This design comes from an exercise in tuning for small area on the open sky130 flow, not from production work. Only simulation tests tie the RTL to the original design; equivalence was not proved. Power figures rest on the tool's default switching activity, not on a simulated workload.

File: design/flow/design.v
module sa_fa (input a, b, c, output s, co);
    assign s = a ^ b ^ c;
    assign co = (a & b) | (a & c) | (b & c);
endmodule
module sa_ha (input a, b, output s, co);
    assign s = a ^ b;
    assign co = a & b;
endmodule
module sa_xor (input a, b, output y);
    assign y = a ^ b;
endmodule
module sa_xnor (input a, b, output y);
    assign y = ~(a ^ b);
endmodule
module sa_inv (input a, output y);
    assign y = ~a;
endmodule
module sa_nand (input a, b, output y);
    assign y = ~(a & b);
endmodule
module sa_andn (input a, bn, output y);
    assign y = a & ~bn;
endmodule
module sa_and (input a, b, output y);
    assign y = a & b;
endmodule
module sa_aoi (input p, c, g, output y);
    assign y = ~((p & c) | g);
endmodule
module sa_oai (input pn, cn, gn, output y);
    assign y = ~((pn | cn) & gn);
endmodule
module systolic_array #(
    parameter m = 8,
    parameter n = 8,
    parameter input_width = 8
)
(
    input clk, reset,
    input [0:m * input_width - 1] in_row,
    input [0:n * input_width - 1] in_col,
    output [0:m * n * 2 * input_width - 1] out
);
    wire [7:0] an [0:7][0:7];
    wire [7:0] bn [0:7][0:7];
    reg [7:0] ar [0:7][0:6];
    reg [7:0] br [0:6][0:7];
    reg [15:0] acc [0:7][0:7];
    wire reset_n;
    sa_inv u_rn (reset, reset_n);
    genvar i, j, k;
    generate
        for (i = 0; i < 8; i = i + 1) begin : g_in
            for (k = 0; k < 8; k = k + 1) begin : g_bit
                sa_inv u_a (in_row[8 * i + 7 - k], an[i][0][k]);
                sa_inv u_b (in_col[8 * i + 7 - k], bn[0][i][k]);
            end
        end
        for (i = 0; i < 8; i = i + 1) begin : g_row
            for (j = 0; j < 8; j = j + 1) begin : g_col
                wire [7:0] ain, bin;
                for (k = 0; k < 8; k = k + 1) begin : g_op
                    assign ain[k] = in_row[8 * i + 7 - k];
                    assign bin[k] = in_col[8 * j + 7 - k];
                end
                if (j == 0) begin : g_a0
                    wire [7:0] d;
                    for (k = 0; k < 8; k = k + 1) begin : g_d
                        sa_nand u (ain[k], reset_n, d[k]);
                    end
                    always @(posedge clk) ar[i][j] <= d;
                    assign an[i][j + 1] = ar[i][j];
                end else if (j < 7) begin : g_a
                    always @(posedge clk) ar[i][j] <= an[i][j] | {8{reset}};
                    assign an[i][j + 1] = ar[i][j];
                end
                if (i == 0) begin : g_b0
                    wire [7:0] d;
                    for (k = 0; k < 8; k = k + 1) begin : g_d
                        sa_nand u (bin[k], reset_n, d[k]);
                    end
                    always @(posedge clk) br[i][j] <= d;
                    assign bn[i + 1][j] = br[i][j];
                end else if (i < 7) begin : g_b
                    always @(posedge clk) br[i][j] <= bn[i][j] | {8{reset}};
                    assign bn[i + 1][j] = br[i][j];
                end
                wire [63:0] pp;
                for (k = 0; k < 64; k = k + 1) begin : g_pp
                    assign pp[k] = ~(an[i][j][k / 8] | bn[i][j][k % 8]);
                end
                wire [15:0] c = acc[i][j];
                wire [15:0] sum, sum_n;
                if (i == 0 || j == 0) begin : g_port
                    wire s1, k2;
                    sa_ha u2 (c[0], pp[0], s1, k2);
                    wire s3, k4;
                    sa_ha u4 (c[1], pp[1], s3, k4);
                    wire s5, k6;
                    sa_fa u6 (pp[8], k2, s3, s5, k6);
                    wire s7, k8;
                    sa_ha u8 (c[2], pp[16], s7, k8);
                    wire s9, k10;
                    sa_fa u10 (pp[2], pp[9], k4, s9, k10);
                    wire s11, k12;
                    sa_fa u12 (s7, k6, s9, s11, k12);
                    wire s13, k14;
                    sa_ha u14 (c[3], pp[10], s13, k14);
                    wire s15, k16;
                    sa_fa u16 (pp[17], pp[24], pp[3], s15, k16);
                    wire s17, k18;
                    sa_fa u18 (k8, s13, s15, s17, k18);
                    wire s19, k20;
                    sa_fa u20 (k10, s17, k12, s19, k20);
                    wire s21, k22;
                    sa_ha u22 (c[4], pp[11], s21, k22);
                    wire s23, k24;
                    sa_fa u24 (pp[18], pp[25], pp[32], s23, k24);
                    wire s25, k26;
                    sa_fa u26 (pp[4], k14, s21, s25, k26);
                    wire s27, k28;
                    sa_fa u28 (k16, s23, s25, s27, k28);
                    wire s29, k30;
                    sa_fa u30 (k18, s27, k20, s29, k30);
                    wire s31, k32;
                    sa_fa u32 (c[5], pp[12], pp[19], s31, k32);
                    wire s33, k34;
                    sa_fa u34 (pp[26], pp[33], pp[40], s33, k34);
                    wire s35, k36;
                    sa_fa u36 (pp[5], k22, k24, s35, k36);
                    wire s37, k38;
                    sa_fa u38 (s31, s33, k26, s37, k38);
                    wire s39, k40;
                    sa_fa u40 (s35, k28, s37, s39, k40);
                    wire s41, k42;
                    sa_ha u42 (s39, k30, s41, k42);
                    wire s43, k44;
                    sa_ha u44 (c[6], pp[13], s43, k44);
                    wire s45, k46;
                    sa_fa u46 (pp[20], pp[27], pp[34], s45, k46);
                    wire s47, k48;
                    sa_fa u48 (pp[41], pp[48], pp[6], s47, k48);
                    wire s49, k50;
                    sa_fa u50 (s43, k32, k34, s49, k50);
                    wire s51, k52;
                    sa_fa u52 (s45, s47, k36, s51, k52);
                    wire s53, k54;
                    sa_fa u54 (s49, k38, s51, s53, k54);
                    wire s55, k56;
                    sa_fa u56 (k40, s53, k42, s55, k56);
                    wire s57, k58;
                    sa_fa u58 (c[7], pp[14], pp[21], s57, k58);
                    wire s59, k60;
                    sa_fa u60 (pp[28], pp[35], pp[42], s59, k60);
                    wire s61, k62;
                    sa_fa u62 (pp[49], pp[56], pp[7], s61, k62);
                    wire s63, k64;
                    sa_fa u64 (k44, k46, k48, s63, k64);
                    wire s65, k66;
                    sa_fa u66 (s57, s59, s61, s65, k66);
                    wire s67, k68;
                    sa_fa u68 (k50, s63, s65, s67, k68);
                    wire s69, k70;
                    sa_fa u70 (k52, s67, k54, s69, k70);
                    wire s71, k72;
                    sa_ha u72 (s69, k56, s71, k72);
                    wire s73, k74;
                    sa_fa u74 (c[8], pp[15], pp[22], s73, k74);
                    wire s75, k76;
                    sa_fa u76 (pp[29], pp[36], pp[43], s75, k76);
                    wire s77, k78;
                    sa_fa u78 (pp[50], pp[57], k58, s77, k78);
                    wire s79, k80;
                    sa_fa u80 (k60, k62, s73, s79, k80);
                    wire s81, k82;
                    sa_fa u82 (s75, k64, s77, s81, k82);
                    wire s83, k84;
                    sa_fa u84 (k66, s79, k68, s83, k84);
                    wire s85, k86;
                    sa_fa u86 (s81, s83, k70, s85, k86);
                    wire s87, k88;
                    sa_ha u88 (s85, k72, s87, k88);
                    wire s89, k90;
                    sa_fa u90 (c[9], pp[23], pp[30], s89, k90);
                    wire s91, k92;
                    sa_fa u92 (pp[37], pp[44], pp[51], s91, k92);
                    wire s93, k94;
                    sa_fa u94 (pp[58], k74, k76, s93, k94);
                    wire s95, k96;
                    sa_fa u96 (s89, s91, k78, s95, k96);
                    wire s97, k98;
                    sa_fa u98 (k80, s93, s95, s97, k98);
                    wire s99, k100;
                    sa_fa u100 (k82, k84, s97, s99, k100);
                    wire s101, k102;
                    sa_fa u102 (s99, k86, k88, s101, k102);
                    wire s103, k104;
                    sa_fa u104 (c[10], pp[31], pp[38], s103, k104);
                    wire s105, k106;
                    sa_fa u106 (pp[45], pp[52], pp[59], s105, k106);
                    wire s107, k108;
                    sa_fa u108 (k90, k92, s103, s107, k108);
                    wire s109, k110;
                    sa_fa u110 (s105, k94, s107, s109, k110);
                    wire s111, k112;
                    sa_fa u112 (k96, s109, k98, s111, k112);
                    wire s113, k114;
                    sa_fa u114 (c[11], pp[39], pp[46], s113, k114);
                    wire s115, k116;
                    sa_fa u116 (pp[53], pp[60], k104, s115, k116);
                    wire s117, k118;
                    sa_fa u118 (k106, s113, k108, s117, k118);
                    wire s119, k120;
                    sa_fa u120 (s115, k110, s117, s119, k120);
                    wire s121, k122;
                    sa_fa u122 (c[12], pp[47], pp[54], s121, k122);
                    wire s123, k124;
                    sa_fa u124 (pp[61], k114, s121, s123, k124);
                    wire s125, k126;
                    sa_fa u126 (k116, s123, k118, s125, k126);
                    wire s127, k128;
                    sa_fa u128 (c[13], pp[55], pp[62], s127, k128);
                    wire s129, k130;
                    sa_fa u130 (k122, s127, k124, s129, k130);
                    wire s131, k132;
                    sa_fa u132 (c[14], pp[63], k128, s131, k132);
                    wire w133;
                    sa_xor u133 (s111, k100, w133);
                    wire w134;
                    sa_and u134 (s111, k100, w134);
                    wire w135;
                    sa_xnor u135 (w133, k102, w135);
                    wire w136;
                    sa_aoi u136 (w133, k102, w134, w136);
                    wire w137;
                    sa_xnor u137 (s119, k112, w137);
                    wire w138;
                    sa_nand u138 (s119, k112, w138);
                    wire w139;
                    sa_xnor u139 (w137, w136, w139);
                    wire w140;
                    sa_oai u140 (w137, w136, w138, w140);
                    wire w141;
                    sa_xor u141 (s125, k120, w141);
                    wire w142;
                    sa_and u142 (s125, k120, w142);
                    wire w143;
                    sa_xnor u143 (w141, w140, w143);
                    wire w144;
                    sa_aoi u144 (w141, w140, w142, w144);
                    wire w145;
                    sa_xnor u145 (s129, k126, w145);
                    wire w146;
                    sa_nand u146 (s129, k126, w146);
                    wire w147;
                    sa_xnor u147 (w145, w144, w147);
                    wire w148;
                    sa_oai u148 (w145, w144, w146, w148);
                    wire w149;
                    sa_xor u149 (s131, k130, w149);
                    wire w150;
                    sa_and u150 (s131, k130, w150);
                    wire w151;
                    sa_xnor u151 (w149, w148, w151);
                    wire w152;
                    sa_aoi u152 (w149, w148, w150, w152);
                    wire w153;
                    sa_xor u153 (c[15], k132, w153);
                    wire w154;
                    sa_xor u154 (w153, w152, w154);
                    assign sum = {w154, w151, w147, w143, w139, w135, s101, s87, s71, s55, s41, s29, s19, s11, s5, s1};
                    assign sum_n = 16'b1111110000000000;
                end else begin : g_reg
                    wire s1, k2;
                    sa_ha u2 (c[0], pp[0], s1, k2);
                    wire s3, k4;
                    sa_ha u4 (c[1], pp[1], s3, k4);
                    wire s5, k6;
                    sa_fa u6 (pp[8], k2, s3, s5, k6);
                    wire s7, k8;
                    sa_ha u8 (c[2], pp[16], s7, k8);
                    wire s9, k10;
                    sa_fa u10 (pp[2], pp[9], k4, s9, k10);
                    wire s11, k12;
                    sa_fa u12 (s7, k6, s9, s11, k12);
                    wire s13, k14;
                    sa_ha u14 (c[3], pp[10], s13, k14);
                    wire s15, k16;
                    sa_fa u16 (pp[17], pp[24], pp[3], s15, k16);
                    wire s17, k18;
                    sa_fa u18 (k8, s13, s15, s17, k18);
                    wire s19, k20;
                    sa_fa u20 (k10, s17, k12, s19, k20);
                    wire s21, k22;
                    sa_ha u22 (c[4], pp[11], s21, k22);
                    wire s23, k24;
                    sa_fa u24 (pp[18], pp[25], pp[32], s23, k24);
                    wire s25, k26;
                    sa_fa u26 (pp[4], k14, s21, s25, k26);
                    wire s27, k28;
                    sa_fa u28 (k16, s23, s25, s27, k28);
                    wire s29, k30;
                    sa_fa u30 (k18, s27, k20, s29, k30);
                    wire s31, k32;
                    sa_fa u32 (c[5], pp[12], pp[19], s31, k32);
                    wire s33, k34;
                    sa_fa u34 (pp[26], pp[33], pp[40], s33, k34);
                    wire s35, k36;
                    sa_fa u36 (pp[5], k22, k24, s35, k36);
                    wire s37, k38;
                    sa_fa u38 (s31, s33, k26, s37, k38);
                    wire s39, k40;
                    sa_fa u40 (s35, k28, s37, s39, k40);
                    wire s41, k42;
                    sa_ha u42 (s39, k30, s41, k42);
                    wire s43, k44;
                    sa_ha u44 (c[6], pp[13], s43, k44);
                    wire s45, k46;
                    sa_fa u46 (pp[20], pp[27], pp[34], s45, k46);
                    wire s47, k48;
                    sa_fa u48 (pp[41], pp[48], pp[6], s47, k48);
                    wire s49, k50;
                    sa_fa u50 (s43, k32, k34, s49, k50);
                    wire s51, k52;
                    sa_fa u52 (s45, s47, k36, s51, k52);
                    wire s53, k54;
                    sa_fa u54 (s49, k38, s51, s53, k54);
                    wire s55, k56;
                    sa_fa u56 (k40, s53, k42, s55, k56);
                    wire s57, k58;
                    sa_fa u58 (c[7], pp[14], pp[21], s57, k58);
                    wire s59, k60;
                    sa_fa u60 (pp[28], pp[35], pp[42], s59, k60);
                    wire s61, k62;
                    sa_fa u62 (pp[49], pp[56], pp[7], s61, k62);
                    wire s63, k64;
                    sa_fa u64 (k44, k46, k48, s63, k64);
                    wire s65, k66;
                    sa_fa u66 (s57, s59, s61, s65, k66);
                    wire s67, k68;
                    sa_fa u68 (k50, s63, s65, s67, k68);
                    wire s69, k70;
                    sa_fa u70 (k52, s67, k54, s69, k70);
                    wire s71, k72;
                    sa_ha u72 (s69, k56, s71, k72);
                    wire s73, k74;
                    sa_fa u74 (c[8], pp[15], pp[22], s73, k74);
                    wire s75, k76;
                    sa_fa u76 (pp[29], pp[36], pp[43], s75, k76);
                    wire s77, k78;
                    sa_fa u78 (pp[50], pp[57], k58, s77, k78);
                    wire s79, k80;
                    sa_fa u80 (k60, k62, s73, s79, k80);
                    wire s81, k82;
                    sa_fa u82 (s75, k64, s77, s81, k82);
                    wire s83, k84;
                    sa_fa u84 (k66, s79, k68, s83, k84);
                    wire s85, k86;
                    sa_fa u86 (s81, s83, k70, s85, k86);
                    wire s87, k88;
                    sa_ha u88 (s85, k72, s87, k88);
                    wire s89, k90;
                    sa_fa u90 (c[9], pp[23], pp[30], s89, k90);
                    wire s91, k92;
                    sa_fa u92 (pp[37], pp[44], pp[51], s91, k92);
                    wire s93, k94;
                    sa_fa u94 (pp[58], k74, k76, s93, k94);
                    wire s95, k96;
                    sa_fa u96 (s89, s91, k78, s95, k96);
                    wire s97, k98;
                    sa_fa u98 (k80, s93, s95, s97, k98);
                    wire s99, k100;
                    sa_fa u100 (k82, k84, s97, s99, k100);
                    wire s101, k102;
                    sa_fa u102 (s99, k86, k88, s101, k102);
                    wire s103, k104;
                    sa_fa u104 (c[10], pp[31], pp[38], s103, k104);
                    wire s105, k106;
                    sa_fa u106 (pp[45], pp[52], pp[59], s105, k106);
                    wire s107, k108;
                    sa_fa u108 (k90, k92, s103, s107, k108);
                    wire s109, k110;
                    sa_fa u110 (s105, k94, s107, s109, k110);
                    wire s111, k112;
                    sa_fa u112 (k96, s109, k98, s111, k112);
                    wire s113, k114;
                    sa_fa u114 (s111, k100, k102, s113, k114);
                    wire s115, k116;
                    sa_fa u116 (c[11], pp[39], pp[46], s115, k116);
                    wire s117, k118;
                    sa_fa u118 (pp[53], pp[60], k104, s117, k118);
                    wire s119, k120;
                    sa_fa u120 (k106, s115, k108, s119, k120);
                    wire s121, k122;
                    sa_fa u122 (s117, k110, s119, s121, k122);
                    wire s123, k124;
                    sa_fa u124 (s121, k112, k114, s123, k124);
                    wire s125, k126;
                    sa_fa u126 (c[12], pp[47], pp[54], s125, k126);
                    wire s127, k128;
                    sa_fa u128 (pp[61], k116, s125, s127, k128);
                    wire s129, k130;
                    sa_fa u130 (k118, s127, k120, s129, k130);
                    wire s131, k132;
                    sa_fa u132 (s129, k122, k124, s131, k132);
                    wire s133, k134;
                    sa_fa u134 (c[13], pp[55], pp[62], s133, k134);
                    wire s135, k136;
                    sa_fa u136 (k126, s133, k128, s135, k136);
                    wire s137, k138;
                    sa_fa u138 (c[14], pp[63], k134, s137, k138);
                    wire w139;
                    sa_xor u139 (s135, k130, w139);
                    wire w140;
                    sa_and u140 (s135, k130, w140);
                    wire w141;
                    sa_xnor u141 (w139, k132, w141);
                    wire w142;
                    sa_aoi u142 (w139, k132, w140, w142);
                    wire w143;
                    sa_xnor u143 (s137, k136, w143);
                    wire w144;
                    sa_nand u144 (s137, k136, w144);
                    wire w145;
                    sa_xnor u145 (w143, w142, w145);
                    wire w146;
                    sa_oai u146 (w143, w142, w144, w146);
                    wire w147;
                    sa_xor u147 (c[15], k138, w147);
                    wire w148;
                    sa_xnor u148 (w147, w146, w148);
                    assign sum = {w148, w145, w141, s131, s123, s113, s101, s87, s71, s55, s41, s29, s19, s11, s5, s1};
                    assign sum_n = 16'b1110000000000000;
                end
                always @(posedge clk)
                    acc[i][j] <= reset ? 16'd0 : sum ^ sum_n;
                for (k = 0; k < 16; k = k + 1) begin : g_out
                    assign out[16 * (8 * i + j) + k] = acc[i][j][15 - k];
                end
            end
        end
    endgenerate
endmodule
File: design/flow/flow/run.sh
#!/bin/bash
# The standard layout (standard.sh, unchanged synthesis), with the port
# buffers made as the smallest buffer cell rather than a delay buffer, and a
# clock tree of smaller buffers without dummy loads.
set -euo pipefail
export BUFFER_PORTS_ARGS="-buffer_cell sky130_fd_sc_hd__buf_1"
export CTS_ARGS="-sink_clustering_enable -repair_clock_nets -dont_use_dummy_load -sink_clustering_size 10 -sink_clustering_max_diameter 70 -buf_list {sky130_fd_sc_hd__clkbuf_4 sky130_fd_sc_hd__clkbuf_8}"
bash standard.sh > standard.log 2>&1
File: design/flow/standard.sh
#!/bin/bash
# synth_recipe.tcl (not shown) runs the flow's synth.tcl, then flattens the netlist and writes it again
# the make line also repeats each setting of config.mk as NAME=value (left out here)
make -C /OpenROAD-flow-scripts/flow DESIGN_CONFIG=/design/flow/config.mk WORK_HOME=/design/flow/orfs CLKGATE_MAP_FILE= SYNTH_SCRIPT=/design/flow/synth_recipe.tcl "${@:-finish}"
File: design/flow/config.mk
export PLATFORM = sky130hd
export DESIGN_NAME = systolic_array
export DESIGN_NICKNAME = systolic_array
export VERILOG_FILES = /design/flow/design.v
export SDC_FILE = /design/flow/constraint.sdc
export NUM_CORES = 4
export LEC_CHECK = 0
export CAP_MARGIN = 20
export CORE_MARGIN = 2
export CORE_UTILIZATION = 65
export PLACE_DENSITY = 0.75
export SLEW_MARGIN = 20
export SYNTH_HIERARCHICAL = 1
export SYNTH_MINIMUM_KEEP_SIZE = 0
File: design/flow/constraint.sdc
create_clock -name core_clock -period 6.0 [get_ports {clk}]
set_input_delay 1.2000 -clock core_clock [delete_from_list [all_inputs] [get_ports {clk}]]
set_output_delay 1.2000 -clock core_clock [all_outputs]
set_load 0.01 [all_outputs]
==> flow_metrics.py, run 1 <==
metrics = {
    "cells_and_area": {
        "final_nets": 19590,
        "fin_area_sq_um": 170100,
        "fin_util": 0.6979,
        "drive_gt1_frac": 0.06660,
        "area_growth_pct": 6.568,
        "layoutNonFillerInstCount": 18340,
    },
    "drt": {
        "wl_microns": 471100,
        "ant_nets": 0,
        "via_per_inst": 5.775,
        "first_pass_iters": 6,
        "drtIter0Drc": 8086,
        "avgRoutedWirePerCell_microns": 25.69,
        "drc": 0,
        "vias": 105900,
    },
    "synthesis": {
        "yosys_warnings": 13,
        "syn_nets": 18980,
        "syn_area_per_cell_sq_um": 11.02,
        "netlist-cell-type-count": 19,
        "syn_area_sq_um": 159600,
        "ys_seq_elements": 1920,
        "synthCells": 14480,
        "synth_seq_area_share": 0.2409,
    },
    "grt": {
        "grt_pass1_wl_microns": 725000,
        "antenna_found_initial": 65,
        "grt_max_degree": 207,
        "track_usage": 0.3913,
        "grt_overflow_total": 0,
        "grt_pass1_vias": 119000,
    },
    "clock_tree": {
        "clock_path_buffers": 3,
        "cts_hold_buffers": 0,
        "cts_tree": "built",
        "clock-root-buffer": "clkbuf_8",
        "post_cts_buffers": 0,
        "clock-sinks": 1920,
        "cts.clk_slew.worst_paths_ns": 0.07,
        "clk_latency_ns": 1.06,
        "numCtsBuffers": 220,
        "htreeDepth": 4,
    },
    "sta": {
        "finalHoldViolCount": 0,
        "fmax_ghz": 0.1709,
        "slew-limit-headroom": 0.3390,
        "period_share": 0.9750,
        "fin_ws_ns": 0.1499,
        "clock_skew_ns": 0.08638,
        "fin_setup_tns_ns": 0,
        "setup_violations": 0,
        "worst_pin_slew_ns": 0.9915,
        "finalCriticalPeriod_ns": 5.850,
        "rsz0062_at_grt": "false",
        "whs_ns": 0.3349,
        "drv_slew": 0,
    },
    "power": {
        "p_int_mw": 18.94,
        "pwr-share-seq": 0.504,
        "swShare": 0.3176,
        "power_frac_clock": 0.288,
        "worst_ir_drop_vdd_v": 0.0002429,
        "switchingPower_mw": 8.814,
        "comb_power_share": 0.208,
        "power-per-cell-area_nw_per_um2": 163.2,
        "p_leak_nw": 82.91,
        "total_power_mw": 27.75,
    },
    "place": {
        "pre_cts_ws_ns": -0.1650,
        "dpl_cell_area_sq_um": 166800,
        "place_congestion": 1.039,
        "hpwl_microns": 387400,
        "dpl.cell_count": 18070,
        "io_buffers": 1153,
    },
    "setup_path": {
        "arrival_ns": 6.73,
        "cp-startpoint": "ar[30][2]",
        "crit_end": "acc[35][15]",
        "r2r_setup_slack_ns": 0.15,
        "worstReg2RegStart": "ar[30][2]",
        "crit_type": "reg -> reg",
        "cp.required_ns": 6.88,
        "end_kind": "register",
        "worst-r2r-cell-count": 16,
        "cp-start-kind": "register",
        "r2r-end": "acc[35][15]",
        "critPathMaxFanout": 9,
    },
    "floorplanning": {
        "die_height_microns": 499.5,
        "coreArea_sq_um": 243700,
        "fp-row-count": 181,
        "start_util": 0.6549,
        "die_area_sq_um": 249500,
        "ios": 1154,
        "die_w_microns": 499.5,
    },
    "hold_path": {
        "min_path_type": "in -> reg",
    },
    "run": {
        "drv_cap": 0,
    },
    "status": {
        "status": "timing/DRC/antenna clean",
    },
}
sequential cells by signal, indices dropped and copies added, names as in the netlist:
register  count
acc        1024
ar          448
br          448
Yosys stat by module (local to each module, per instance), a selection:
module | flip-flops and latches | area, sq um
sa_aoi | 0 | 8.758
sa_ha | 0 | 12.51
sa_inv | 0 | 3.754
sa_nand | 0 | 3.754
sa_oai | 0 | 5.005
sa_xnor | 0 | 8.758
sa_xor | 0 | 8.758
per-layer routing:
| metal | track usage | vias to the layer above | wire, microns |
|---|---|---|---|
| li1 | - | 44300 | - |
| met1 | 0.4710 | 54900 | 162400 |
| met2 | 0.5818 | 5265 | 210700 |
| met3 | 0.1340 | 1407 | 52500 |
| met4 | 0.3017 | 32 | 45330 |
| met5 | 0 | - | 198 |
placed cells by master (no fill, tap or decap), types with 14 or more instances in the layout:
master	n
ha_1	576
nand2_1	207
nor2b_1	787
clkbuf_8	220
fa_1	3795
and2_1	94
inv_1	128
diode_2	45
buf_12	14
dfxtp_2	84
or2_1	625
xor2_1	173
a21oi_2	94
dfxtp_1	1835
buf_4	447
o21ai_1	79
buf_1	1152
xnor2_1	301
nor2_1	4333
or2_2	143
power groups by stage:
stage	clock, mW	combinational (mW)	sequential, mW
after floorplan	0	3.85	14.0
after global routing	8.59	6.44	14.0
final	7.99	5.78	14.0
after detailed placement	0	5.71	14.3
after global placement	0	5.54	14.2
after CTS	8.14	5.77	14.0
timing repair:
item / in CTS / in global routing
endpoints found under the setup margin: 0 / 38
gates resized for setup: 0 / 86
hold endpoints to repair: 0 / 0
cells in the mapped netlist:
master	count	area [sq um]
nor2_1	4333	16260
fa_1	3795	75970
dfxtp_1	1920	38440
clkbuf_1	1025	3847
nor2b_1	787	4923
or2_1	625	3910
ha_1	576	7207
xnor2_1	301	2636
nand2_1	207	777.0
xor2_1	173	1515
or2_2	143	894.6
inv_1	129	484.2
buf_1	112	420.4
a21oi_2	94	823.3
and2_1	94	588.1
o21ai_1	79	395.4
buf_2	74	370.4
buf_4	7	52.55
buf_6	5	56.30
logic make-up (layout without fill, tap and decap cells):
| family | after synthesis | after routing | share of synthesized area |
|---|---|---|---|
| compound gates | 173 | 173 | 0.007637 |
| xor+xnor | 474 | 474 | 0.02602 |
| fa+ha+maj | 4371 | 4371 | 0.5213 |
| buf+inv | 1352 | 1963 | 0.03278 |
| flops | 1920 | 1920 | 0.2409 |
| other cells | 0 | 45 | 0 |
| simple gates | 6189 | 6189 | 0.1714 |
worst min path at each step:
stage	from	end	depth (start not counted)
6_report	in_row[26]	ar[21][5]	2
5_1_grt	in_row[5]	ar[0][2]	2
4_1_cts	in_row[26]	ar[21][5]	2
3_5_place_dp	ar[21][0]	ar[22][0]	1
3_3_place_gp	ar[21][0]	ar[22][0]	1
2_1_floorplan	acc[0][0]	acc[0][0]	2
area by class of cell:
cell class | count | area (sq um)
Antenna cell | 45 | 112.6
Clock buffer | 220 | 3028
Fill cell | 18090 | 73620
Inverter | 129 | 489.2
Multi-Input combinational cell | 11210 | 115900
Sequential cell | 1920 | 38550
Tap cell | 3202 | 4006
Timing Repair Buffer | 1614 | 7968
worst max-delay path: stages, from the launching register on:
cell and delay [ns]:
dfxtp_1 0.59, nor2_1 0.12, fa_1 0.48, fa_1 0.39, fa_1 0.46, fa_1 0.39
fa_1 0.40, fa_1 0.44, ha_1 0.23, fa_1 0.38, fa_1 0.38, fa_1 0.40
fa_1 0.44, a21oi_2 0.20, o21ai_1 0.12, xnor2_1 0.18, nor2_1 0.06
==> inputs of run 2 (changes only) <==
--- a/design/flow/flow/run.sh
+++ b/design/flow/flow/run.sh
@@ -6,2 +6,3 @@
 export BUFFER_PORTS_ARGS="-buffer_cell sky130_fd_sc_hd__buf_1"
+export GPL_KEEP_OVERFLOW=0
 export CTS_ARGS="-sink_clustering_enable -repair_clock_nets -dont_use_dummy_load -sink_clustering_size 10 -sink_clustering_max_diameter 70 -buf_list {sky130_fd_sc_hd__clkbuf_4 sky130_fd_sc_hd__clkbuf_8}"
==> run 2 against run 1 <==
Compared with the run above:
- setup slack gained 0.020 ns
- synthesized cell count is the same
- clock skew grew 0.017 ns
- sequential share of layout area grew 0.36 points
- largest power group unchanged
- worst hold slack gained 0.030 ns
- register-to-register slack gained 0.02 ns
- fmax grew 0.34%
- via count shrank 1.5%
- clock power is essentially flat
- utilization shrank 1.1 points
- synthesized area is the same
- critical path type unchanged
==> flow_metrics.py, run 2 <==
metrics = {
    "cells_and_area": {
        "largest_reg_flops": 1024,
        "area_growth_pct": 4.920,
        "ff_latch_area_sq_um": 38550,
        "final_common_cell": "nor2_1",
        "regMostFlops": "acc",
        "drive_gt1_frac": 0.04068,
        "fillers": 18130,
        "top_regs": "acc: 1024 flops, ar: 448 flops, br: 448 flops",
        "final_cell_mix": "nor2_1 (4,333), fa_1 (3,795), dfxtp_1 (1,830)",
        "final_nets": 19180,
        "multiInputGateArea_sq_um": 115900,
    },
    "drt": {
        "drtIter0Drc": 7342,
        "wl_microns": 457800,
        "vias": 104300,
        "via_per_inst": 5.814,
        "avgRoutedWirePerCell_microns": 25.53,
        "ant_nets": 0,
        "first_pass_iters": 5,
        "drc": 0,
    },
    "sta": {
        "setup_violations": 0,
        "clock_skew_ns": 0.1038,
        "period_share": 0.9717,
        "drv_slew": 0,
        "finalCriticalPeriod_ns": 5.830,
        "fin_setup_tns_ns": 0,
        "fmax_ghz": 0.1715,
        "finalHoldViolCount": 0,
        "worst_pin_slew_ns": 0.8304,
        "slew-limit-headroom": 0.4487,
        "fin_ws_ns": 0.1699,
        "whs_ns": 0.3646,
    },
    "clock_tree": {
        "post_cts_buffers": 0,
        "cts.clk_slew.worst_paths_ns": 0.08,
        "htreeDepth": 4,
        "cts_tree": "built",
        "clk_latency_ns": 1.01,
        "cts_hold_buffers": 0,
        "clock-root-buffer": "clkbuf_8",
        "numCtsBuffers": 223,
        "clock_path_buffers": 3,
        "cts.repair.resized": 0,
        "clock-sinks": 1920,
    },
    "floorplanning": {
        "die_w_microns": 499.5,
        "die_height_microns": 499.5,
        "die_area_sq_um": 249500,
        "fp-row-count": 181,
        "ios": 1154,
        "start_util": 0.6549,
        "coreArea_sq_um": 243700,
    },
    "grt": {
        "grt_pass1_vias": 116500,
        "grt_overflow_total": 0,
        "grt_pass1_wl_microns": 706400,
        "grt_max_degree": 69,
        "track_usage": 0.3785,
        "antenna_found_initial": 62,
    },
    "synthesis": {
        "ys_seq_elements": 1920,
        "synth.most_common_cell": "nor2_1",
        "yosys.area_share.simple": 0.1714,
        "synth_compound_area_frac": 0.007637,
        "yosys.area.top_type": "fa_1",
        "ys_async_sr_fraction": 0,
        "synth_seq_area_share": 0.2409,
        "synthMuxAreaShare": 0,
        "synth_common_cells": "nor2_1 (4,333), fa_1 (3,795), dfxtp_1 (1,920)",
        "yosys_warnings": 13,
        "yosys.area_share.adder": 0.5213,
        "ys.flop_type": "dfxtp_1",
        "synth_top_family_by_area": "adder cells",
        "netlist-cell-type-count": 19,
        "syn_area_sq_um": 159600,
        "synthCells": 14480,
        "ys_top_cells_by_area": "fa_1 (48%), dfxtp_1 (24%), nor2_1 (10%)",
        "synth_edf_count": 0,
        "syn_nets": 18980,
        "synth.top_cell.area_share": 0.4761,
        "syn_area_per_cell_sq_um": 11.02,
        "synth-xor-area-share": 0.02602,
    },
    "power": {
        "power-per-cell-area_nw_per_um2": 164.5,
        "p_leak_nw": 81.26,
        "worst_ir_drop_vdd_v": 0.0002429,
    },
    "setup_path": {
        "cp-startpoint": "ar[32][0]",
        "crit_type": "reg -> reg",
        "r2r_setup_slack_ns": 0.17,
        "cp.required_ns": 6.89,
        "crit_end": "acc[37][15]",
        "worstReg2RegStart": "ar[32][0]",
        "end_kind": "register",
        "arrival_ns": 6.72,
        "cp-start-kind": "register",
        "critPathMaxFanout": 9,
        "worst-r2r-cell-count": 18,
        "r2r-end": "acc[37][15]",
    },
    "run": {
        "drv_cap": 0,
    },
    "place": {
        "pre_cts_ws_ns": -0.3428,
        "hpwl_microns": 373800,
        "io_buffers": 1153,
        "place_congestion": 1.009,
    },
    "hold_path": {
        "hp-start": "in_row[63]",
        "min_path_type": "in -> reg",
    },
    "status": {
        "status": "timing/DRC/antenna clean",
    },
}
run 2: cell count changes in the layout (fill, tap and decap cells not counted), sizes merged:
cell    change
buf       -415
clkbuf      +2
diode       +9
run 2: worst min path at each step:
stage	endpoint	slack (ns)	cells after the start
3_5_place_dp	acc[8][0]	0.57	2
2_1_floorplan	acc[0][0]	0.63	2
3_3_place_gp	acc[52][0]	0.57	2
5_1_grt	ar[49][0]	0.30	2
4_1_cts	ar[49][0]	0.29	2
6_report	ar[49][0]	0.36	2
run 2: cell type report:
type,count,share of cell area
repair buffers,1198,0.03146
inverters,129,0.002937
well taps,3202,0.02393
multi-input cells,11210,0.6923
flip-flops and latches,1920,0.2302
clock buffers,223,0.01833
diodes,54,0.0008071
run 2: metal layers:
metal / global-route usage / routed length, microns / up-vias
li1: - / - / 43450
met1: 0.4553 / 157900 / 54340
met2: 0.5669 / 207400 / 5071
met3: 0.1280 / 49720 / 1378
met4: 0.2860 / 42610 / 30
met5: 0 / 196 / -
run 2: kinds of logic after synthesis:
| family | count (synthesis) |
|---|---|
| fa+ha+maj | 4371 |
| compound gates | 173 |
| flops | 1920 |
| xor+xnor | 474 |
| buf+inv | 1352 |
| simple gates | 6189 |
run 2: per-stage QoR:
| step | instances | cell area, sq um | total power, mW | utilization |
|---|---|---|---|---|
| after floorplan | 14480 | 159600 | 17.85 | - |
| after global placement | 17610 | 163200 | 19.74 | 0.6696 |
| after detailed placement | 17660 | 164100 | 19.78 | 0.6735 |
| after CTS | 17880 | 167200 | 27.71 | 0.6861 |
| after global routing | 17920 | 167400 | 28.89 | 0.6870 |
| final | 17930 | 167400 | 27.54 | 0.6871 |
run 2: worst max-delay path: stages, from the launching register on:
cell and delay (ns):
dfxtp_1 0.55, nor2_1 0.08, ha_1 0.30, fa_1 0.41, fa_1 0.42, fa_1 0.41
fa_1 0.38, ha_1 0.20, fa_1 0.39, ha_1 0.21, ha_1 0.20, fa_1 0.40
fa_1 0.42, fa_1 0.40, fa_1 0.42, a21oi_2 0.20, o21ai_1 0.11, xnor2_1 0.17
nor2_1 0.05
run 2: modules after synthesis, one instance, submodules excluded:
module          flops+latches  cells  area [sq um]
sa_oai                      0      1         5.005
sa_xor                      0      1         8.758
sa_ha                       0      1         12.51
sa_and                      0      1         6.256
sa_fa                       0      1         20.02
sa_nand                     0      1         3.754
sa_inv                      0      1         3.754
sa_xnor                     0      1         8.758
sa_aoi                      0      1         8.758
systolic_array           1920   9031         69180
run 2: report_power, final:
group	leakage (nW)	switching, mW	internal (mW)
Sequential	15.6	0.815	13.3
Clock	1.60	4.74	3.26
Combinational	64.1	3.15	2.31
Total	81.3	8.71	18.8
==> inputs of run 3 (changes only) <==
--- a/design/flow/flow/run.sh
+++ b/design/flow/flow/run.sh
@@ -7,3 +7,3 @@
 export GPL_KEEP_OVERFLOW=0
-export CTS_ARGS="-sink_clustering_enable -repair_clock_nets -dont_use_dummy_load -sink_clustering_size 10 -sink_clustering_max_diameter 70 -buf_list {sky130_fd_sc_hd__clkbuf_4 sky130_fd_sc_hd__clkbuf_8}"
+export CTS_ARGS="-sink_clustering_enable -repair_clock_nets -dont_use_dummy_load -sink_clustering_size 14 -sink_clustering_max_diameter 80 -buf_list {sky130_fd_sc_hd__clkbuf_4 sky130_fd_sc_hd__clkbuf_8}"
 bash standard.sh > standard.log 2>&1
==> run 3 against run 2 <==
Compared with the run above:
- sequential share of layout area grew 0.11 points
- cell count is 0.36% lower
- still clean on timing, DRC and antenna
- register-to-register slack got worse by 0.05 ns
- setup slack worse by 0.045 ns
==> flow_metrics.py, run 3 <==
metrics = {
    "setup_path": {
        "cp.required_ns": 6.87,
        "cp-start-kind": "register",
        "path_cells": "nor2_1, ha_1, fa_1, fa_1, fa_1, fa_1, ha_1, fa_1, ha_1, ha_1, fa_1, fa_1, fa_1, fa_1, a21oi_2, o21ai_1, xnor2_1, nor2_1",
        "slowest_stage": "dfxtp_1",
        "critPathBufInv": 0,
        "critPathMaxFanout": 9,
        "arrival_ns": 6.74,
        "end_kind": "register",
        "crit_type": "reg -> reg",
        "max_stage_delay_ns": 0.57,
        "worst_path_most_repeated_cell": "fa_1",
        "cp_top_family": "adder cells",
    },
    "drt": {
        "vias": 104000,
        "drtIter0Drc": 7368,
        "first_pass_iters": 6,
        "avgRoutedWirePerCell_microns": 25.59,
        "via_per_inst": 5.820,
        "ant_nets": 0,
        "drc": 0,
        "wl_microns": 457300,
    },
    "cells_and_area": {
        "largest_reg_flops": 1024,
        "final_common_cell": "nor2_1",
        "layoutNonFillerInstCount": 17870,
        "final_nets": 19120,
        "area_growth_pct": 4.430,
        "top_regs": "acc: 1024 flops, ar: 448 flops, br: 448 flops",
        "regMostFlops": "acc",
        "drive_gt1_frac": 0.03734,
        "final_cell_mix": "nor2_1 (4,333), fa_1 (3,795), dfxtp_1 (1,825)",
    },
    "place": {
        "hpwl_microns": 373800,
        "io_buffers": 1153,
        "place_congestion": 1.009,
        "dpl.cell_count": 17660,
    },
    "clock_tree": {
        "post_cts_buffers": 0,
        "cts_hold_buffers": 0,
        "clk_latency_ns": 1.02,
        "cts_tree": "built",
        "cts.repair.resized": 0,
        "clock-sinks": 1920,
        "clock_path_buffers": 3,
        "clock-root-buffer": "clkbuf_8",
        "numCtsBuffers": 167,
        "cts.clk_slew.worst_paths_ns": 0.10,
        "htreeDepth": 4,
    },
    "sta": {
        "fmax_ghz": 0.1702,
        "worst_pin_slew_ns": 0.7815,
        "clock_skew_ns": 0.1080,
        "finalCriticalPeriod_ns": 5.875,
        "setup_violations": 0,
        "drv_slew": 0,
        "period_share": 0.9792,
        "slew-limit-headroom": 0.4811,
        "fin_setup_tns_ns": 0,
        "finalHoldViolCount": 0,
    },
    "floorplanning": {
        "die_area_sq_um": 249500,
        "fp-row-count": 181,
        "die_height_microns": 499.5,
        "coreArea_sq_um": 243700,
        "ios": 1154,
        "die_w_microns": 499.5,
        "start_util": 0.6549,
    },
    "grt": {
        "grt_overflow_total": 0,
        "grt_pass1_wl_microns": 704600,
        "antenna_found_initial": 60,
        "grt_pass1_vias": 116000,
        "track_usage": 0.3780,
        "grt_max_degree": 69,
    },
    "synthesis": {
        "syn_nets": 18980,
        "ys_seq_elements": 1920,
        "synth.most_common_cell": "nor2_1",
        "yosys_warnings": 13,
        "ys_async_sr_fraction": 0,
        "synthCells": 14480,
        "ys.flop_type": "dfxtp_1",
        "syn_area_per_cell_sq_um": 11.02,
        "synth_common_cells": "nor2_1 (4,333), fa_1 (3,795), dfxtp_1 (1,920)",
        "synth_seq_area_share": 0.2409,
        "synth_edf_count": 0,
        "netlist-cell-type-count": 19,
        "syn_area_sq_um": 159600,
        "ys_top_cells_by_area": "fa_1 (48%), dfxtp_1 (24%), nor2_1 (10%)",
        "synth.top_cell.area_share": 0.4761,
        "yosys.area.top_type": "fa_1",
    },
    "run": {
        "drv_cap": 0,
    },
    "status": {
        "status": "timing/DRC/antenna clean",
    },
    "power": {
        "worst_ir_drop_vdd_v": 0.0002437,
        "p_leak_nw": 80.85,
        "power-per-cell-area_nw_per_um2": 159.1,
    },
    "hold_path": {
        "min_path_type": "in -> reg",
    },
}
run 3: changes by cell type in the layout (fill, tap and decap cells not counted):
cell / delta
dfxtp_1: -5
diode_2: -8
clkbuf_8: -56
dfxtp_2: +4
dfxtp_4: +1
run 3: per-layer routing:
layer | track usage | up-vias | share of wire
met5 | 0 | - | 0.00041
met4 | 0.2860 | 32 | 0.096
met3 | 0.1241 | 1329 | 0.11
met2 | 0.5665 | 5050 | 0.45
met1 | 0.4570 | 54250 | 0.35
li1 | - | 43330 | -
run 3: stage by stage:
stage               area (sq um)  setup slack [ns]  hold WS (ns)  total power, mW  utilization
finish                    166600            0.1248        0.3826            26.51       0.6839
global route              166600        -0.0001470        0.3319            27.83       0.6837
CTS                       166400           0.04075        0.2818            26.68       0.6829
detailed placement        164100           -0.3428        0.5746            19.78       0.6735
global placement          163200           -112.03        0.5678            19.74       0.6696
floorplan                 159600            0.3509        0.6286            17.85            -
run 3: worst reg2reg max path: cells and delay by family, from the launching register on:
| kind | cells | cell delay, ns |
|---|---|---|
| flops | 1 | 0.57 |
| xor+xnor | 1 | 0.17 |
| fa+ha+maj | 13 | 4.58 |
| simple gates | 2 | 0.14 |
| compound gates | 2 | 0.31 |
run 3: cell families (layout without fill, tap and decap cells):
family          after synthesis  in the layout  share of synthesized area
fa+ha+maj                  4371           4371                     0.5213
compound gates              173            173                   0.007637
other cells                   0             46                          0
flops                      1920           1920                     0.2409
xor+xnor                    474            474                    0.02602
simple gates               6189           6189                     0.1714
buf+inv                    1352           1494                    0.03278
run 3: final timing paths:
path | depth (start not counted) | from | to | slack, ns
worst min-delay path | 2 | in_row[63] | ar[49][0] | 0.38
worst max-delay path | 18 | ar[32][0] | acc[37][15] | 0.12
worst max register to register | 18 | ar[32][0] | acc[37][15] | 0.12
worst min register to register | 1 | ar[35][0] | ar[36][0] | 0.52
run 3: area by class of cell:
cell class                      count  area, sq um
Antenna cell                       46        115.1
Timing Repair Buffer             1198         5268
Tap cell                         3202         4006
Sequential cell                  1920        38560
Multi-Input combinational cell  11210       115900
Fill cell                       18220        77030
Inverter                          129        491.7
Clock buffer                      167         2298
run 3: modules after synthesis, one instance, submodules excluded:
module          cells inside  flops+latches  times used
sa_and                     1              0          94
sa_aoi                     1              0          94
sa_fa                      1              0        3795
sa_ha                      1              0         576
sa_inv                     1              0         129
sa_nand                    1              0         207
sa_oai                     1              0          79
sa_xnor                    1              0         301
sa_xor                     1              0         173
systolic_array          9031           1920           1
run 3: power by group:
part           total (mW)  switching [mW]  leakage [nW]  internal (mW)
Sequential           14.1           0.818          15.6           13.3
Combinational        5.45            3.15          64.1           2.31
Clock                6.98            4.50          1.20           2.48
==> inputs of run 4 (changes only) <==
--- a/design/flow/design.v
+++ b/design/flow/design.v
@@ -65,3 +65,7 @@
                 end
-                if (j == 0) begin : g_a0
+                if (j == 7) begin : g_alast
+                end else if (j >= 7 - i) begin : g_an
+                    always @(posedge clk) ar[i][j] <= an[i][j];
+                    assign an[i][j + 1] = ar[i][j];
+                end else if (j == 0) begin : g_a0
                     wire [7:0] d;
@@ -72,3 +76,3 @@
                     assign an[i][j + 1] = ar[i][j];
-                end else if (j < 7) begin : g_a
+                end else begin : g_a
                     always @(posedge clk) ar[i][j] <= an[i][j] | {8{reset}};
==> run 4 against run 3 <==
Compared with the run above:
- clock-buffer cell count stayed put
- power is 1.3% higher
- final area is 0.78% lower
- die area is 0.61% lower
- critical path depth is 1 lower
==> flow_metrics.py, run 4 <==
metrics = {
    "cells_and_area": {
        "area_growth_pct": 4.258,
        "top_regs": "acc: 1024 flops, ar: 448 flops, br: 448 flops",
        "final_nets": 18900,
        "final_common_cell": "nor2_1",
        "fillers": 18270,
        "final_cell_mix": "nor2_1 (4,333), fa_1 (3,795), dfxtp_1 (1,797)",
        "fin_area_sq_um": 165300,
        "largest_reg_flops": 1024,
        "drive_gt1_frac": 0.04009,
        "fin_util": 0.6804,
        "regMostFlops": "acc",
    },
    "sta": {
        "period_share": 0.9774,
        "finalHoldViolCount": 0,
        "worst_pin_slew_ns": 0.7678,
        "clock_skew_ns": 0.1021,
        "slew-limit-headroom": 0.4874,
        "fmax_ghz": 0.1705,
        "fin_setup_tns_ns": 0,
        "finalCriticalPeriod_ns": 5.865,
        "drv_slew": 0,
        "setup_violations": 0,
    },
    "place": {
        "hpwl_microns": 368000,
        "dpl_cell_area_sq_um": 162800,
        "place_congestion": 1.010,
        "io_buffers": 1153,
    },
    "synthesis": {
        "ys_async_sr_fraction": 0,
        "synth_edf_count": 0,
        "ys_seq_elements": 1920,
        "yosys.area.top_type": "fa_1",
        "synth.most_common_cell": "nor2_1",
        "synth_common_cells": "nor2_1 (4,333), fa_1 (3,795), dfxtp_1 (1,920)",
        "ys_top_cells_by_area": "fa_1 (48%), dfxtp_1 (24%), nor2_1 (10%)",
        "synthCells": 14230,
        "syn_area_sq_um": 158600,
        "netlist-cell-type-count": 21,
        "ys.flop_type": "dfxtp_1",
        "yosys_warnings": 13,
        "syn_area_per_cell_sq_um": 11.14,
        "synth_seq_area_share": 0.2424,
        "syn_nets": 18730,
        "synth.top_cell.area_share": 0.4790,
    },
    "setup_path": {
        "max_stage_delay_ns": 0.58,
        "critPathMaxFanout": 9,
        "arrival_ns": 6.74,
        "slowest_stage": "dfxtp_1",
        "r2r_setup_slack_ns": 0.14,
        "end_kind": "register",
        "worst-r2r-cell-count": 17,
        "worst_path_most_repeated_cell": "fa_1",
        "crit_type": "reg -> reg",
        "path_cells": "nor2_1, fa_1, fa_1, fa_1, fa_1, ha_1, fa_1, ha_1, ha_1, fa_1, fa_1, fa_1, fa_1, a21oi_2, o21ai_1, xnor2_1, nor2_1",
        "cp.required_ns": 6.87,
        "cp-start-kind": "register",
    },
    "hold_path": {
        "holdPathStages": 2,
        "min_path_type": "in -> reg",
    },
    "clock_tree": {
        "cts_tree": "built",
        "clk_latency_ns": 0.99,
        "cts.repair.resized": 2,
        "clock-sinks": 1920,
        "clock_path_buffers": 3,
        "clock-root-buffer": "clkbuf_8",
        "cts_hold_buffers": 0,
        "cts.clk_slew.worst_paths_ns": 0.09,
        "post_cts_buffers": 0,
        "htreeDepth": 4,
        "numCtsBuffers": 167,
    },
    "drt": {
        "via_per_inst": 5.816,
        "drtIter0Drc": 7541,
        "drc": 0,
        "vias": 102500,
        "wl_microns": 447300,
        "first_pass_iters": 7,
        "avgRoutedWirePerCell_microns": 25.38,
        "ant_nets": 0,
    },
    "run": {
        "drv_cap": 0,
    },
    "floorplanning": {
        "ios": 1154,
        "die_height_microns": 498.0,
        "die_area_sq_um": 248000,
        "start_util": 0.6526,
        "fp-row-count": 181,
        "coreArea_sq_um": 243000,
        "die_w_microns": 498.0,
    },
    "power": {
        "p_leak_nw": 81.75,
        "power-per-cell-area_nw_per_um2": 162.5,
        "total_power_mw": 26.87,
        "worst_ir_drop_vdd_v": 0.0002122,
    },
    "grt": {
        "track_usage": 0.3727,
        "grt_overflow_total": 0,
        "antenna_found_initial": 46,
        "grt_max_degree": 94,
        "grt_pass1_wl_microns": 694200,
        "grt_pass1_vias": 116000,
    },
    "status": {
        "status": "timing/DRC/antenna clean",
    },
}
-- run 4: worst max-delay path: cells and delay by family (launching register included) --
kind,cells,cell delay [ns]
AND/OR/NAND/NOR,2,0.17
adder cells (fa/ha/maj),12,4.46
XOR/XNOR,1,0.19
flip-flops,1,0.58
AO/OA/AOI/OAI,2,0.36
-- run 4: final timing paths --
check / startpoint / endpoint
max reg2reg: ar[35][2] / acc[41][15]
min reg2reg: ar[30][2] / ar[31][2]
max: ar[35][2] / acc[41][15]
min: in_row[2] / ar[0][5]
-- run 4: metal layers --
layer,up-vias,part of all wire,routed length [microns],track usage
met1,53480,0.34,152600,0.4359
met5,-,0.00051,227,0
met3,1290,0.11,47430,0.1260
met2,5054,0.46,206000,0.5756
li1,42640,-,-,-
met4,36,0.092,41020,0.2740
-- run 4: final cells by class --
cell class / count / area, sq um / area share
Clock buffer: 167 / 2298 / 0.01390
Multi-Input combinational cell: 10980 / 114700 / 0.6934
Tap cell: 3202 / 4006 / 0.02423
Timing Repair Buffer: 1195 / 5230 / 0.03163
Antenna cell: 29 / 72.57 / 0.0004389
Inverter: 129 / 491.7 / 0.002974
Sequential cell: 1920 / 38600 / 0.2334
-- run 4: power breakdown --
group	switching (mW)	total (mW)	internal [mW]
Clock	4.49	6.97	2.48
Combinational	3.24	5.62	2.37
Sequential	0.970	14.3	13.3
Total	8.70	26.9	18.2
-- run 4: through the flow --
step / cells / worst slack [ns] / hold slack [ns]
3_5_place_dp: 17430 / -0.3570 / 0.4737
2_1_floorplan: 14230 / 0.3389 / 0.3290
3_3_place_gp: 17390 / -96.32 / 0.4768
5_1_grt: 17620 / -0.02810 / 0.2731
4_1_cts: 17600 / 0.04388 / 0.2404
6_report: 17630 / 0.1354 / 0.3465
-- run 4: cell families after synthesis --
family                     share of synthesized area
buffers and inverters                        0.03471
adders and majority gates                     0.5245
AOI/OAI and AO/OA                           0.007684
DFF                                           0.2424
and+or+nand+nor                               0.1646
xor gates and xnor gates                     0.02618
-- run 4: Yosys stat by module (local to each module, per instance), a selection --
| module | flops+latches | cell area, sq um | cells inside | times used |
|---|---|---|---|---|
| sa_aoi | 0 | 8.758 | 1 | 94 |
| sa_fa | 0 | 20.02 | 1 | 3795 |
| sa_ha | 0 | 12.51 | 1 | 576 |
| sa_nand | 0 | 3.754 | 1 | 199 |
| sa_oai | 0 | 5.005 | 1 | 79 |
| sa_xnor | 0 | 8.758 | 1 | 301 |
==> inputs of run 5 (changes only) <==
--- a/design/flow/config.mk
+++ b/design/flow/config.mk
@@ -7,7 +7,7 @@
 export LEC_CHECK = 0
-export CAP_MARGIN = 20
+export CAP_MARGIN = 5
 export CORE_MARGIN = 2
-export CORE_UTILIZATION = 65
-export PLACE_DENSITY = 0.75
-export SLEW_MARGIN = 20
+export CORE_UTILIZATION = 70
+export PLACE_DENSITY = 0.8
+export SLEW_MARGIN = 5
 export SYNTH_HIERARCHICAL = 1
==> run 5 against run 4 <==
Compared with the run above:
- first-iteration DRC count rose by 5.1%
- utilization rose by 5.2 points
- via count rose by 0.92%
- register-to-register slack barely moved
- flip-flop and latch count did not move
- still clean
- critical path depth fell by 1
- non-clock buffer count fell by 8
- die area fell by 7.1%
- cell count fell by 1.2%
- worst hold slack improved by 0.024 ns
- setup slack got worse by 0.0056 ns
- sequential share of layout area rose by 0.069 points
==> flow_metrics.py, run 5 <==
metrics = {
    "status": {
        "status": "timing/DRC/antenna clean",
    },
    "power": {
        "total_power_mw": 26.99,
        "switchingPower_mw": 8.816,
        "p_int_mw": 18.17,
        "power-per-cell-area_nw_per_um2": 163.7,
        "swShare": 0.3267,
        "pwr-share-seq": 0.531,
        "comb_power_share": 0.211,
        "p_leak_nw": 81.64,
        "power_frac_clock": 0.258,
        "worst_ir_drop_vdd_v": 0.0002240,
    },
    "place": {
        "hpwl_microns": 371000,
        "dpl.cell_count": 17210,
        "place_congestion": 1.004,
        "io_buffers": 1153,
    },
    "clock_tree": {
        "numCtsBuffers": 165,
        "clock-root-buffer": "clkbuf_8",
        "clk_latency_ns": 1.02,
        "clock-sinks": 1920,
        "htreeDepth": 4,
        "cts_tree": "built",
        "cts.clk_slew.worst_paths_ns": 0.10,
        "clock_path_buffers": 3,
        "post_cts_buffers": 0,
    },
    "sta": {
        "finalHoldViolCount": 0,
        "slew-limit-headroom": 0.4247,
        "drv_slew": 0,
        "fmax_ghz": 0.1704,
        "period_share": 0.9784,
        "finalCriticalPeriod_ns": 5.870,
        "worst_pin_slew_ns": 0.8664,
        "clock_skew_ns": 0.07954,
        "setup_violations": 0,
    },
    "synthesis": {
        "syn_nets": 18730,
        "yosys.area.top_type": "fa_1",
        "netlist-cell-type-count": 21,
        "yosys_warnings": 13,
        "synthCells": 14230,
        "ys.flop_type": "dfxtp_1",
        "syn_area_sq_um": 158600,
        "synth_common_cells": "nor2_1 (4,333), fa_1 (3,795), dfxtp_1 (1,920)",
        "ys_top_cells_by_area": "fa_1 (48%), dfxtp_1 (24%), nor2_1 (10%)",
        "synth_seq_area_share": 0.2424,
        "synth.most_common_cell": "nor2_1",
        "syn_area_per_cell_sq_um": 11.14,
        "synth_edf_count": 0,
        "ys_seq_elements": 1920,
        "synth.top_cell.area_share": 0.4790,
        "ys_async_sr_fraction": 0,
    },
    "setup_path": {
        "critPathBufInv": 0,
        "cp.required_ns": 6.89,
        "crit_type": "reg -> reg",
        "cp_top_family": "adder cells",
        "cp-start-kind": "register",
        "end_kind": "register",
        "path_cells": "nor2_1, fa_1, fa_1, fa_1, fa_1, fa_1, fa_1, ha_1, fa_1, fa_1, fa_1, fa_1, a21oi_2, o21ai_1, xnor2_1, nor2_1",
        "max_stage_delay_ns": 0.63,
        "worst_path_most_repeated_cell": "fa_1",
        "slowest_stage": "dfxtp_1",
        "arrival_ns": 6.76,
        "critPathMaxFanout": 9,
    },
    "cells_and_area": {
        "final_cell_mix": "nor2_1 (4,333), fa_1 (3,795), dfxtp_1 (1,800)",
        "largest_reg_flops": 1024,
        "area_growth_pct": 3.946,
        "regMostFlops": "acc",
        "fillers": 15710,
        "final_nets": 18890,
        "drive_gt1_frac": 0.03921,
        "final_common_cell": "nor2_1",
        "top_regs": "acc: 1024 flops, ar: 448 flops, br: 448 flops",
        "layoutNonFillerInstCount": 17410,
    },
    "drt": {
        "first_pass_iters": 8,
        "vias": 103400,
        "drtIter0Drc": 7926,
        "wl_microns": 453900,
        "ant_nets": 0,
        "via_per_inst": 5.943,
        "drc": 0,
        "avgRoutedWirePerCell_microns": 26.07,
    },
    "hold_path": {
        "min_path_type": "in -> reg",
    },
    "grt": {
        "grt_max_degree": 92,
        "grt_pass1_wl_microns": 698400,
        "antenna_found_initial": 47,
        "grt_overflow_total": 0,
        "track_usage": 0.4067,
        "grt_pass1_vias": 117100,
    },
    "floorplanning": {
        "die_area_sq_um": 230400,
        "start_util": 0.7045,
        "fp-row-count": 174,
        "die_w_microns": 480.0,
        "die_height_microns": 480.0,
        "ios": 1154,
        "coreArea_sq_um": 225100,
    },
    "run": {
        "drv_cap": 0,
    },
}
run 5: power by group through the flow:
stage                     registers (mW)  clock network [mW]  logic, mW
after floorplan                     14.1                   0       4.06
after global placement              14.6                   0       5.48
after detailed placement            14.6                   0       5.62
after CTS                           14.3                7.09       5.68
after global routing                14.4                7.50       6.32
final                               14.3                6.97       5.70
run 5: path summary, 6_finish.rpt:
check / start / end / slack [ns] / cells past startpoint
setup / recovery: br[7][2] / acc[15][15] / 0.13 / 16
hold / removal: in_row[6] / ar[0][1] / 0.37 / 2
setup reg to reg: br[7][2] / acc[15][15] / 0.13 / 16
hold reg to reg: ar[36][0] / ar[37][0] / 0.44 / 0
run 5: through the flow:
step                hold WS (ns)   TNS [ns]  setup WS (ns)  area [sq um]    util
detailed placement        0.4764     -2.017        -0.4600        162300  0.7212
global route              0.3572  -0.003918      -0.003918        164800  0.7322
global placement          0.4762          -         -96.46        161600  0.7181
finish                    0.3704          0         0.1298        164900  0.7323
CTS                       0.3094          0        0.01465        164600  0.7313
floorplan                 0.3290          0         0.3389        158600       -
run 5: final cells by class:
class	count	area, sq um	share of cell area
multi-input cells	10980	114700	0.6955
flip-flops and latches	1920	38590	0.2341
repair buffers	1187	5025	0.03048
well taps	2992	3744	0.02271
clock buffers	165	2271	0.01378
inverters	129	489.2	0.002968
diodes	31	77.57	0.0004706
run 5: kinds of logic (layout without fill, tap and decap cells):
kind of cell | Yosys count | after routing | synth area share
AOI/OAI and AO/OA | 173 | 173 | 0.007684
xor gates and xnor gates | 474 | 474 | 0.02618
adders and majority gates | 4371 | 4371 | 0.5245
buffers and inverters | 1328 | 1481 | 0.03471
DFF | 1920 | 1920 | 0.2424
other | 0 | 31 | 0
and+or+nand+nor | 5965 | 5965 | 0.1646
run 5: routing by layer:
layer,global-route usage,vias to the layer above,wire (microns),share of wire
met5,0,-,218,0.00048
met4,0.3110,34,43880,0.097
met3,0.1399,1529,51130,0.11
met2,0.6267,5413,208700,0.46
met1,0.4710,53840,150000,0.33
li1,-,42630,-,-
run 5: worst reg2reg max path: cells and delay by family (launching register included):
family | cells | cell delay [ns]
adders and majority gates | 11 | 4.45
DFF | 1 | 0.63
AOI/OAI and AO/OA | 2 | 0.32
and+or+nand+nor | 2 | 0.19
xor gates and xnor gates | 1 | 0.16
run 5: repair_timing:
item / in CTS / in global routing
endpoints found under the setup margin: 0 / 42
resized for setup: 0 / 123
hold buffers: 0 / 0
run 5: modules after synthesis, one instance, submodules excluded:
module          cells  cell area (sq um)  copies in the design
sa_aoi              1              8.758                    94
sa_and              1              6.256                    94
sa_oai              1              5.005                    79
sa_inv              1              3.754                   129
sa_fa               1              20.02                  3795
sa_xnor             1              8.758                   301
sa_nand             1              3.754                   199
systolic_array   8791              68220                     1
sa_ha               1              12.51                   576
sa_xor              1              8.758                   173
==> inputs of run 6 (changes only) <==
--- a/design/flow/flow/run.sh
+++ b/design/flow/flow/run.sh
@@ -7,3 +7,3 @@
 export GPL_KEEP_OVERFLOW=0
-export CTS_ARGS="-sink_clustering_enable -repair_clock_nets -dont_use_dummy_load -sink_clustering_size 14 -sink_clustering_max_diameter 80 -buf_list {sky130_fd_sc_hd__clkbuf_4 sky130_fd_sc_hd__clkbuf_8}"
+export CTS_ARGS="-sink_clustering_enable -repair_clock_nets -dont_use_dummy_load -sink_clustering_size 10 -sink_clustering_max_diameter 70 -buf_list {sky130_fd_sc_hd__clkbuf_4 sky130_fd_sc_hd__clkbuf_8}"
 bash standard.sh > standard.log 2>&1
--- a/design/flow/config.mk
+++ b/design/flow/config.mk
@@ -7,7 +7,7 @@
 export LEC_CHECK = 0
-export CAP_MARGIN = 5
+export CAP_MARGIN = 20
 export CORE_MARGIN = 2
-export CORE_UTILIZATION = 70
-export PLACE_DENSITY = 0.8
-export SLEW_MARGIN = 5
+export CORE_UTILIZATION = 65
+export PLACE_DENSITY = 0.75
+export SLEW_MARGIN = 20
 export SYNTH_HIERARCHICAL = 1
==> run 6 against run 5 <==
Compared with the run above:
- largest power group unchanged
- wire length is 1.1% lower
- largest cell class unchanged
- still clean on timing, DRC and antenna
- synthesized cell count stayed put
- utilization is 4.9 points lower
- critical endpoint is now acc[10][15]
- flip-flop and latch count stayed put
==> flow_metrics.py, run 6 <==
metrics = {
    "synthesis": {
        "netlist-cell-type-count": 21,
        "synth_seq_area_share": 0.2424,
        "yosys.area.top_type": "fa_1",
        "synth_common_cells": "nor2_1 (4,333), fa_1 (3,795), dfxtp_1 (1,920)",
        "yosys_warnings": 13,
        "ys_top_cells_by_area": "fa_1 (48%), dfxtp_1 (24%), nor2_1 (10%)",
        "ys_seq_elements": 1920,
        "ys.flop_type": "dfxtp_1",
        "syn_nets": 18730,
        "syn_area_per_cell_sq_um": 11.14,
        "synth.top_cell.area_share": 0.4790,
        "synth.most_common_cell": "nor2_1",
        "syn_area_sq_um": 158600,
        "ys_async_sr_fraction": 0,
        "synth_edf_count": 0,
        "synthCells": 14230,
    },
    "drt": {
        "avgRoutedWirePerCell_microns": 25.39,
        "drtIter0Drc": 7421,
        "via_per_inst": 5.822,
        "wl_microns": 449000,
        "drc": 0,
        "dr.max_layer_used": "met5",
        "wl_met2_microns": 205400,
        "wl_met1_microns": 151700,
        "ant_nets": 0,
        "first_pass_iters": 8,
        "dr_wl_met3_microns": 48490,
        "vias": 102900,
    },
    "setup_path": {
        "critPathMaxFanout": 9,
        "cp_top_family": "adder cells",
        "arrival_ns": 6.75,
        "crit_type": "reg -> reg",
        "worst-r2r-cell-count": 18,
        "cp.required_ns": 6.88,
        "path_cells": "nor2_1, ha_1, fa_1, fa_1, fa_1, fa_1, ha_1, fa_1, ha_1, ha_1, fa_1, fa_1, fa_1, fa_1, a21oi_2, o21ai_1, xnor2_1, nor2_1",
        "critPathBufInv": 0,
        "max_stage_delay_ns": 0.62,
        "r2r-end": "acc[10][15]",
        "slowest_stage": "dfxtp_1",
        "worst_path_most_repeated_cell": "fa_1",
        "worstReg2RegStart": "ar[8][0]",
        "end_kind": "register",
        "cp-start-kind": "register",
        "r2r_setup_slack_ns": 0.13,
    },
    "floorplanning": {
        "die_height_microns": 498.0,
        "die_w_microns": 498.0,
        "start_util": 0.6526,
        "die_area_sq_um": 248000,
        "fp-row-count": 181,
        "ios": 1154,
        "coreArea_sq_um": 243000,
    },
    "clock_tree": {
        "clock-root-buffer": "clkbuf_8",
        "clock-sinks": 1920,
        "cts.clk_slew.worst_paths_ns": 0.07,
        "numCtsBuffers": 221,
        "cts_tree": "built",
        "clk_latency_ns": 1.02,
        "htreeDepth": 4,
        "clock_path_buffers": 3,
        "post_cts_buffers": 0,
    },
    "sta": {
        "fmax_ghz": 0.1705,
        "finalHoldViolCount": 0,
        "period_share": 0.9778,
        "slew-limit-headroom": 0.4883,
        "worst_pin_slew_ns": 0.7706,
        "fin_ws_ns": 0.1332,
        "finalCriticalPeriod_ns": 5.867,
        "fin_setup_tns_ns": 0,
        "clock_skew_ns": 0.1365,
        "drv_slew": 0,
        "whs_ns": 0.3786,
        "setup_violations": 0,
    },
    "cells_and_area": {
        "top_regs": "acc: 1024 flops, ar: 448 flops, br: 448 flops",
        "final_nets": 18950,
        "regMostFlops": "acc",
        "final_cell_mix": "nor2_1 (4,333), fa_1 (3,795), dfxtp_1 (1,798)",
        "final_common_cell": "nor2_1",
        "largest_reg_flops": 1024,
        "area_growth_pct": 4.732,
        "drive_gt1_frac": 0.04360,
    },
    "power": {
        "p_leak_nw": 82.14,
        "power-per-cell-area_nw_per_um2": 168.1,
        "worst_ir_drop_vdd_v": 0.0002088,
        "total_power_mw": 27.93,
    },
    "grt": {
        "track_usage": 0.3738,
        "grt_pass1_vias": 116700,
        "grt_overflow_total": 0,
        "grt_pass1_wl_microns": 696800,
        "grt_max_degree": 94,
        "antenna_found_initial": 47,
    },
    "hold_path": {
        "hp-start": "in_row[55]",
        "holdPathStages": 2,
        "whs_endpoint": "ar[42][0]",
        "min_path_type": "in -> reg",
    },
    "status": {
        "status": "timing/DRC/antenna clean",
    },
    "place": {
        "place_congestion": 1.010,
        "pre_cts_ws_ns": -0.3570,
        "hpwl_microns": 368000,
        "io_buffers": 1153,
    },
    "run": {
        "drv_cap": 0,
    },
}
==> run 6: cell counts after synthesis <==
No cell type changed its count.
==> run 6: final cells by class <==
type / instances / area (sq um)
Antenna cell: 32 / 80.08
Clock buffer: 221 / 3042
Fill cell: 18180 / 76900
Inverter: 129 / 491.7
Multi-Input combinational cell: 10980 / 114700
Sequential cell: 1920 / 38600
Tap cell: 3202 / 4006
Timing Repair Buffer: 1195 / 5230
==> run 6: worst max path at each step <==
stage                from  cells after the start  slack (ns)           to
2_1_floorplan  in_row[63]                     20        0.34  acc[56][15]
3_3_place_gp        reset                      3      -96.32     br[6][2]
3_5_place_dp   in_col[34]                     17       -0.36   acc[4][15]
4_1_cts         ar[14][0]                     18        0.02  acc[17][15]
5_1_grt          br[6][0]                     18      -0.006  acc[14][15]
6_report         ar[8][0]                     18        0.13  acc[10][15]
==> run 6: modules after synthesis (local to each module, per instance) <==
module | copies in the design | cells inside | flip-flops and latches
systolic_array | 1 | 8791 | 1920
sa_fa | 3795 | 1 | 0
sa_ha | 576 | 1 | 0
sa_aoi | 94 | 1 | 0
sa_xnor | 301 | 1 | 0
sa_xor | 173 | 1 | 0
sa_and | 94 | 1 | 0
sa_oai | 79 | 1 | 0
sa_inv | 129 | 1 | 0
sa_nand | 199 | 1 | 0
==> run 6: cell families (layout without fill, tap and decap cells) <==
logic type / after synthesis / count (layout) / share of synthesized area
AOI/OAI and AO/OA: 173 / 173 / 0.007684
adders and majority gates: 4371 / 4371 / 0.5245
and+or+nand+nor: 5965 / 5965 / 0.1646
other: 0 / 32 / 0
buffers and inverters: 1328 / 1545 / 0.03471
xor gates and xnor gates: 474 / 474 / 0.02618
DFF: 1920 / 1920 / 0.2424
==> run 6: layer usage <==
layer / up-vias / track usage
met5: - / 0
met4: 38 / 0.2852
met3: 1454 / 0.1281
met2: 5173 / 0.5742
met1: 53500 / 0.4343
li1: 42770 / -
==> run 6: stage by stage <==
| stage | util | instance area (sq um) | cells |
|---|---|---|---|
| global placement | 0.6663 | 161900 | 17390 |
| CTS | 0.6826 | 165900 | 17650 |
| floorplan | - | 158600 | 14230 |
| global route | 0.6834 | 166100 | 17670 |
| detailed placement | 0.6700 | 162800 | 17430 |
| finish | 0.6835 | 166100 | 17680 |
==> run 6: power by group <==
part	internal, mW	total, mW	switching (mW)	leakage, nW
clock	3.24	8.01	4.78	1.59
sequential	13.3	14.3	0.969	15.6
combinational	2.37	5.62	3.25	64.9
==> run 6: timing repair <==
action / CTS / global route
cloned: 0 / 0
hold buffers: 0 / 0
endpoints found under the setup margin: 1 / 42
hold endpoints to repair: 0 / 0
resized for setup: 1 / 124
==> run 6: worst register-to-register path, cell delays in order (launching register included) <==
cell	delay (ns)
dfxtp_1	0.62
nor2_1	0.14
ha_1	0.32
fa_1	0.40
fa_1	0.42
fa_1	0.43
fa_1	0.38
ha_1	0.22
fa_1	0.37
ha_1	0.20
ha_1	0.20
fa_1	0.38
fa_1	0.39
fa_1	0.41
fa_1	0.44
a21oi_2	0.18
o21ai_1	0.11
xnor2_1	0.16
nor2_1	0.05

## re-timing with driven ports
In the flow no input, the clock included, has a driving cell. The finished layouts below were timed again as built, in two steps.
Step 1, drivers: a clkbuf_16 drives clk and a buf_2 each remaining input, both assumed.
Step 2 times the ports against the registers' clock, not the clock port: input delays grow and output delays shrink by t, the midpoint of the rising clock arrivals with the driver on.
Three values: ideal, step 1, step 2; two values: the first two.
run	shift t [ns]	slack for setup (ns)	worst hold slack (ns)	pins driven straight from the clock port
run 1	1.125	0.150 / 0.150 / -0.197	0.335 / 0.255 / 0.510	1
run 2	1.068	0.170 / 0.170 / -0.425	0.365 / 0.316 / 0.577	1
run 3	1.065	0.125 / 0.125 / -0.422	0.383 / 0.333 / 0.518	1
run 4	1.077	0.135 / 0.135 / -0.396	0.347 / 0.260 / 0.405	1
run 5	1.086	0.130 / 0.130 / -0.647	0.370 / 0.286 / 0.438	1
run 6	1.051	0.133 / 0.133 / -0.445	0.379 / 0.318 / 0.413	1
With both steps, setup timing fails in every run listed, where it was met with ideal ports. For run 5, which loses most, drivers alone change the setup slack by 0.000 ns; drivers and shift together by -0.777 ns.
